Source: an optimization exercise on an open RTL-to-GDS flow (aim: small area, a short achievable clock period and few clock cycles per item). Production flows keep margins and buffers that such runs may drop. Where RTL was checked, it was by simulation tests only, not by an equivalence proof against the original.

west:
==> flow/design.v (excerpt) <==
module main(
    input clk,
    input rst,
    input start,
    input [7:0] a,
    input [7:0] b,
    output wire ready,
    output wire busy,
    output reg [8:0] y
);
reg ready_r;
reg [4:0] kh;          
reg [9:0] r;           
reg [7:0] x;           
reg ak, bk;            
assign ready = ready_r;
assign busy = ~ready_r;
wire [5:0] ab3 = {a[7:5], b[7:5]};
wire [8:0] qr3;
assign qr3[0] = (ab3 == 6'd9) | (ab3 == 6'd10) | (ab3 == 6'd11) | (ab3 == 6'd12) | (ab3 == 6'd13) | (ab3 == 6'd14) | (ab3 == 6'd15) | (ab3 == 6'd17) | (ab3 == 6'd25) | (ab3 == 6'd29) | (ab3 == 6'd30) | (ab3 == 6'd31) | (ab3 == 6'd33) | (ab3 == 6'd36) | (ab3 == 6'd37) | (ab3 == 6'd38) | (ab3 == 6'd39) | (ab3 == 6'd41) | (ab3 == 6'd43) | (ab3 == 6'd44) | (ab3 == 6'd45) | (ab3 == 6'd49) | (ab3 == 6'd51) | (ab3 == 6'd52) | (ab3 == 6'd57) | (ab3 == 6'd59) | (ab3 == 6'd60) | (ab3 == 6'd63);
  ...
For scale: ~560 cells after synthesis, roughly 30 I/O pins, about 4400 um2 of cells after synthesis.
Settings: LEC_CHECK=0, CAP_MARGIN=20, CORE_MARGIN=2, CORE_UTILIZATION=40, SETUP_SLACK_MARGIN=1.0, SLEW_MARGIN=20; clock period 5.0 ns.
standard.sh (not shown) runs the stock make flow with config.mk's settings and CLKGATE_MAP_FILE= SYNTH_SCRIPT=/design/flow/synth_recipe.tcl, a recipe that flattens the netlist after the stock synthesis.
==> flow/flow/run.sh <==
#!/bin/bash
# The standard layout (the standard.sh: the standard synthesis, then ORFS to
# the routed layout), with the input and output ports buffered by the smallest
# buffer, sky130_fd_sc_hd__buf_1, instead of the one buffer_ports picks itself.
# make's full output goes to standard.log in the work folder; ORFS's own logs
# stay under orfs/logs.
set -euo pipefail
export BUFFER_PORTS_ARGS="-buffer_cell sky130_fd_sc_hd__buf_1"
bash standard.sh finish > standard.log 2>&1
west: full flow OK, the timing, design-rule and antenna checks passed
[inputs] east vs west
--- a/flow/design.v
+++ b/flow/design.v
@@ -35,19 +35,19 @@
 wire [6:0] a_n = ({7{kh_n[4]}} & {4'd0, a[7:5]}) | ({7{kh_n[3]}} & {3'd0, a[7:4]}) |
                  ({7{kh_n[2]}} & {2'd0, a[7:3]}) | ({7{kh_n[1]}} & {1'd0, a[7:2]}) |
                  ({7{kh_n[0]}} & a[7:1]);
 wire [6:0] b_n = ({7{kh_n[4]}} & {4'd0, b[7:5]}) | ({7{kh_n[3]}} & {3'd0, b[7:4]}) |
                  ({7{kh_n[2]}} & {2'd0, b[7:3]}) | ({7{kh_n[1]}} & {1'd0, b[7:2]}) |
                  ({7{kh_n[0]}} & b[7:1]);
 wire [10:0] sum3 = r + x;
 wire [12:0] t  = {sum3, ak & bk, ak ^ bk};
 wire [8:0] yinc = y + 9'd1;
-wire [12:0] c3 = {1'b0, y, 2'b11} + {y, 3'b110};    
+wire [12:0] c3 = {y, 3'b100} + {yinc, 2'b01};
 wire [13:0] t1 = {1'b0, t} - {3'b0, y, 2'b01};
 wire [13:0] t2 = {1'b0, t} - {2'b0, y, 3'b100};
 wire [13:0] t3 = {1'b0, t} - {1'b0, c3};
 always @(posedge clk) begin
     kh <= kh_n;
     ak <= ak_n;
     bk <= bk_n;
     x <= (ak_n ? a_n : 7'd0) + (bk_n ? b_n : 7'd0);
     if (ready_r) begin
Notes after the runs:
- Higher mux cell area share after synthesis among east and west: east
- Worst slack at placement for east: 0.49 ns up relative to west
- Compared to west, east was floorplanned on a smaller die.
- Changes observed in east relative to west: met2 wirelength from detailed routing went down, count of unique library cells instantiated by Yosys went down.
- Final worst-path cycle share was lower in the run labelled east.
- Diff west..east | number of clock buffers in the layout | unchanged
- Taking west as the reference, in east cell count along the critical path shows a reduction of 2; total vias in the final route down 2.8%.
- In the reports for east and west, the larger worst-path maximum fanout belongs to west.
Testbench counts of east, summed over its fixed seeds: cycles 12,288, items 2,048.
Function not checked in west: the RTL went through the layout flow alone.

* * *

Setup of P:
main, a different RTL version from the one above (not shown whole).
Size in the first run: ~460 cells after synthesis, roughly 40 flip-flops, about 30 I/O pins, roughly 4100 um^2 of cells after synthesis.
==> module main, before the edit <==
module main(
    input clk,
    input rst,
    input start,
    input [7:0] a,
    input [7:0] b,
    output wire ready,
    output wire busy,
    output reg [8:0] y
);
reg ready_r;
reg [7:0] ar, br;      
reg [6:0] m;           
reg [9:0] r;           
assign ready = ready_r;
assign busy = ~ready_r;
wire [5:0] ab3 = {a[7:5], b[7:5]};
wire [8:0] qr3;
assign qr3[0] = (ab3 == 6'd9) | (ab3 == 6'd10) | (ab3 == 6'd11) | (ab3 == 6'd12) | (ab3 == 6'd13) | (ab3 == 6'd14) | (ab3 == 6'd15) | (ab3 == 6'd17) | (ab3 == 6'd25) | (ab3 == 6'd29) | (ab3 == 6'd30) | (ab3 == 6'd31) | (ab3 == 6'd33) | (ab3 == 6'd36) | (ab3 == 6'd37) | (ab3 == 6'd38) | (ab3 == 6'd39) | (ab3 == 6'd41) | (ab3 == 6'd43) | (ab3 == 6'd44) | (ab3 == 6'd45) | (ab3 == 6'd49) | (ab3 == 6'd51) | (ab3 == 6'd52) | (ab3 == 6'd57) | (ab3 == 6'd59) | (ab3 == 6'd60) | (ab3 == 6'd63);
assign qr3[1] = (ab3 == 6'd27) | (ab3 == 6'd36) | (ab3 == 6'd38) | (ab3 == 6'd47) | (ab3 == 6'd52) | (ab3 == 6'd61);
assign qr3[2] = (ab3 == 6'd18) | (ab3 == 6'd19) | (ab3 == 6'd20) | (ab3 == 6'd21) | (ab3 == 6'd22) | (ab3 == 6'd23) | (ab3 == 6'd26) | (ab3 == 6'd34) | (ab3 == 6'd36) | (ab3 == 6'd37) | (ab3 == 6'd42) | (ab3 == 6'd44) | (ab3 == 6'd46) | (ab3 == 6'd50) | (ab3 == 6'd53) | (ab3 == 6'd55) | (ab3 == 6'd58) | (ab3 == 6'd62);
assign qr3[3] = (ab3 == 6'd29) | (ab3 == 6'd30) | (ab3 == 6'd31) | (ab3 == 6'd43) | (ab3 == 6'd46) | (ab3 == 6'd47) | (ab3 == 6'd51) | (ab3 == 6'd53) | (ab3 == 6'd54) | (ab3 == 6'd59) | (ab3 == 6'd61);
assign qr3[4] = (ab3 == 6'd63);
assign qr3[5] = (ab3 == 6'd1) | (ab3 == 6'd3) | (ab3 == 6'd5) | (ab3 == 6'd7) | (ab3 == 6'd8) | (ab3 == 6'd9) | (ab3 == 6'd11) | (ab3 == 6'd13) | (ab3 == 6'd15) | (ab3 == 6'd19) | (ab3 == 6'd21) | (ab3 == 6'd23) | (ab3 == 6'd24) | (ab3 == 6'd25) | (ab3 == 6'd26) | (ab3 == 6'd28) | (ab3 == 6'd29) | (ab3 == 6'd31) | (ab3 == 6'd35) | (ab3 == 6'd36) | (ab3 == 6'd38) | (ab3 == 6'd40) | (ab3 == 6'd41) | (ab3 == 6'd42) | (ab3 == 6'd43) | (ab3 == 6'd45) | (ab3 == 6'd46) | (ab3 == 6'd52) | (ab3 == 6'd53) | (ab3 == 6'd55) | (ab3 == 6'd56) | (ab3 == 6'd57) | (ab3 == 6'd58) | (ab3 == 6'd59) | (ab3 == 6'd62) | (ab3 == 6'd63);
assign qr3[6] = (ab3 == 6'd2) | (ab3 == 6'd3) | (ab3 == 6'd6) | (ab3 == 6'd7) | (ab3 == 6'd10) | (ab3 == 6'd11) | (ab3 == 6'd14) | (ab3 == 6'd15) | (ab3 == 6'd16) | (ab3 == 6'd17) | (ab3 == 6'd18) | (ab3 == 6'd19) | (ab3 == 6'd22) | (ab3 == 6'd23) | (ab3 == 6'd24) | (ab3 == 6'd25) | (ab3 == 6'd26) | (ab3 == 6'd30) | (ab3 == 6'd31) | (ab3 == 6'd37) | (ab3 == 6'd38) | (ab3 == 6'd44) | (ab3 == 6'd45) | (ab3 == 6'd46) | (ab3 == 6'd48) | (ab3 == 6'd49) | (ab3 == 6'd50) | (ab3 == 6'd51) | (ab3 == 6'd52) | (ab3 == 6'd53) | (ab3 == 6'd56) | (ab3 == 6'd57) | (ab3 == 6'd58) | (ab3 == 6'd59);
assign qr3[7] = (ab3 == 6'd4) | (ab3 == 6'd5) | (ab3 == 6'd6) | (ab3 == 6'd7) | (ab3 == 6'd12) | (ab3 == 6'd13) | (ab3 == 6'd14) | (ab3 == 6'd15) | (ab3 == 6'd20) | (ab3 == 6'd21) | (ab3 == 6'd22) | (ab3 == 6'd23) | (ab3 == 6'd27) | (ab3 == 6'd28) | (ab3 == 6'd29) | (ab3 == 6'd30) | (ab3 == 6'd31) | (ab3 == 6'd32) | (ab3 == 6'd33) | (ab3 == 6'd34) | (ab3 == 6'd35) | (ab3 == 6'd36) | (ab3 == 6'd37) | (ab3 == 6'd38) | (ab3 == 6'd40) | (ab3 == 6'd41) | (ab3 == 6'd42) | (ab3 == 6'd43) | (ab3 == 6'd44) | (ab3 == 6'd45) | (ab3 == 6'd46) | (ab3 == 6'd48) | (ab3 == 6'd49) | (ab3 == 6'd50) | (ab3 == 6'd51) | (ab3 == 6'd52) | (ab3 == 6'd53) | (ab3 == 6'd56) | (ab3 == 6'd57) | (ab3 == 6'd58) | (ab3 == 6'd59);
assign qr3[8] = (ab3 == 6'd39) | (ab3 == 6'd47) | (ab3 == 6'd54) | (ab3 == 6'd55) | (ab3 == 6'd60) | (ab3 == 6'd61) | (ab3 == 6'd62) | (ab3 == 6'd63);
wire [3:0] q3 = qr3[8:5];
wire [4:0] r3 = qr3[4:0];
wire ak = ar[7];
wire bk = br[7];
wire [6:0] ah = ar[6:0] & m & {7{ak}};
wire [6:0] bh = br[6:0] & m & {7{bk}};
wire [10:0] sum3 = r + ah + bh;
wire [12:0] t  = {sum3, ak & bk, ak ^ bk};
wire [8:0] yinc = y + 9'd1;
wire [12:0] c3 = {y, 3'b100} + {yinc, 2'b01};
wire [13:0] t1 = {1'b0, t} - {3'b0, y, 2'b01};
wire [13:0] t2 = {1'b0, t} - {2'b0, y, 3'b100};
wire [13:0] t3 = {1'b0, t} - {1'b0, c3};
always @(posedge clk) begin
    if (ready_r) begin
        ar <= {a[4:0], a[7:5]};
        br <= {b[4:0], b[7:5]};
        m <= 7'b0000111;
        r <= r3;
    end else begin
        ar <= {ar[6:0], ar[7]};
        br <= {br[6:0], br[7]};
        m <= {m[5:0], 1'b1};
        if (!t3[13]) r <= t3[9:0];
        else if (!t2[13]) r <= t2[9:0];
        else if (!t1[13]) r <= t1[9:0];
        else r <= t[9:0];
    end
    if (ready_r) begin
        if (start) y <= q3;
    end else begin
        if (!t3[13]) y <= {yinc[7:0], 1'b1};
        else if (!t2[13]) y <= {yinc[7:0], 1'b0};
        else if (!t1[13]) y <= {y[7:0], 1'b1};
        else y <= {y[7:0], 1'b0};
    end
end
always @(posedge clk)
    if (rst) ready_r <= 1'b1;
    else if (ready_r) ready_r <= ~start;
    else ready_r <= m[6];
endmodule
clock: 5.0 ns
lec_check: 0
cap_margin: 20
core_margin: 2
core_utilization: 40
slew_margin: 20
run.sh (not shown) runs the stock make flow with config.mk's settings and CLKGATE_MAP_FILE= SYNTH_SCRIPT=/design/flow/synth_recipe.tcl, a recipe that flattens the netlist after the stock synthesis.
Stock flow here: none of the scripts above is used.
Testbench counts of P, summed over its fixed seeds: cycles 12,288, items 2,048.
Relative to P, the following input files were edited for S:
==> flow/design.v <==
`timescale 1ns / 1ps
module main(
    input clk,
    input rst,
    input start,
    input [7:0] a,
    input [7:0] b,
    output wire ready,
    output wire busy,
    output reg [8:0] y
);
reg ready_r;
reg [7:0] ar, br;      
reg [6:0] m;           
reg [9:0] r;           
assign ready = ready_r;
assign busy = ~ready_r;
wire [2:0] a2 = {1'b0, a[7:6]};
wire [2:0] b2 = {1'b0, b[7:6]};
wire [4:0] s2 = a2 * a2 + b2 * b2;
wire [2:0] q2 = (s2 >= 5'd16) ? 3'd4 : (s2 >= 5'd9) ? 3'd3 : (s2 >= 5'd4) ? 3'd2 : (s2 != 5'd0) ? 3'd1 : 3'd0;
wire [4:0] r2 = s2 - q2 * q2;
wire ak = ar[7];
wire bk = br[7];
wire [6:0] ah = ar[6:0] & m & {7{ak}};
wire [6:0] bh = br[6:0] & m & {7{bk}};
wire [10:0] sum3 = r + ah + bh;
wire [12:0] t  = {sum3, ak & bk, ak ^ bk};
wire [8:0] yinc = y + 9'd1;
wire [12:0] c3 = {y, 3'b100} + {yinc, 2'b01};
wire [13:0] t1 = {1'b0, t} - {3'b0, y, 2'b01};
wire [13:0] t2 = {1'b0, t} - {2'b0, y, 3'b100};
wire [13:0] t3 = {1'b0, t} - {1'b0, c3};
always @(posedge clk) begin
    if (ready_r) begin
        ar <= {a[5:0], a[7:6]};
        br <= {b[5:0], b[7:6]};
        m <= 7'b0000011;
        r <= r2;
    end else begin
        ar <= {ar[6:0], ar[7]};
        br <= {br[6:0], br[7]};
        m <= {m[5:0], 1'b1};
        if (!t3[13]) r <= t3[9:0];
        else if (!t2[13]) r <= t2[9:0];
        else if (!t1[13]) r <= t1[9:0];
        else r <= t[9:0];
    end
    if (ready_r) begin
        if (start) y <= q2;
    end else begin
        if (!t3[13]) y <= {yinc[7:0], 1'b1};
        else if (!t2[13]) y <= {yinc[7:0], 1'b0};
        else if (!t1[13]) y <= {y[7:0], 1'b1};
        else y <= {y[7:0], 1'b0};
    end
end
always @(posedge clk)
    if (rst) ready_r <= 1'b1;
    else if (ready_r) ready_r <= ~start;
    else ready_r <= m[6];
endmodule
- S vs. P: data required time at the worst endpoint went up by 0.12 ns.
- Lower buffer and inverter count on the worst path among P and S: P
- Compared S against P; clock network latency to the later pin of the worst-skew pair within noise.
- Sequential share of layout area sits higher in S than in P.
- On utilization, P tracks S almost exactly.
- The fraction of the cycle the final worst path needs of S is lower than that of P.
- Compared with P, S shows a lower post-synthesis cell count.
- Synthesized-area fraction occupied by adder cells is higher on S
- Cmp S vs P: number of placed cells counting well taps lower in S
Testbench counts of S, summed over its fixed seeds: cycles 14,336, items 2,048.

## separate check: timing with driven ports
No port has a modelled driver above. Below, the same layouts with a new extraction and two added sets of constraints. Step 1: set_driving_cell puts a clkbuf_16 on clk and a buf_2 on each other input, an assumption about the parent block. Step 2 adds t to the input delays and takes it off the output delays; t is the mean of the earliest and latest rising clock arrival at the registers after step 1. Input paths then give back, and output paths get back, about the clock's delay inside the block. Three values: ideal ports, drivers, drivers and shift; two values: the first two.
| run | shift t [ns] | setup WS [ns] | worst setup path at the end | latest minus earliest clock arrival (ns) |
|---|---|---|---|---|
| west | 0.332 | 1.025 / 1.025 / 1.025 | register to register | 0.016 / 0.015 |
| east | 0.325 | 1.144 / 1.144 / 1.144 | register to register | 0.014 / 0.015 |
| P | 0.333 | 0.198 / 0.198 / 0.198 | register to register | 0.013 / 0.013 |
| S | 0.335 | 0.339 / 0.339 / 0.339 | register to register | 0.012 / 0.012 |
After both steps setup and hold are still met in every run listed.
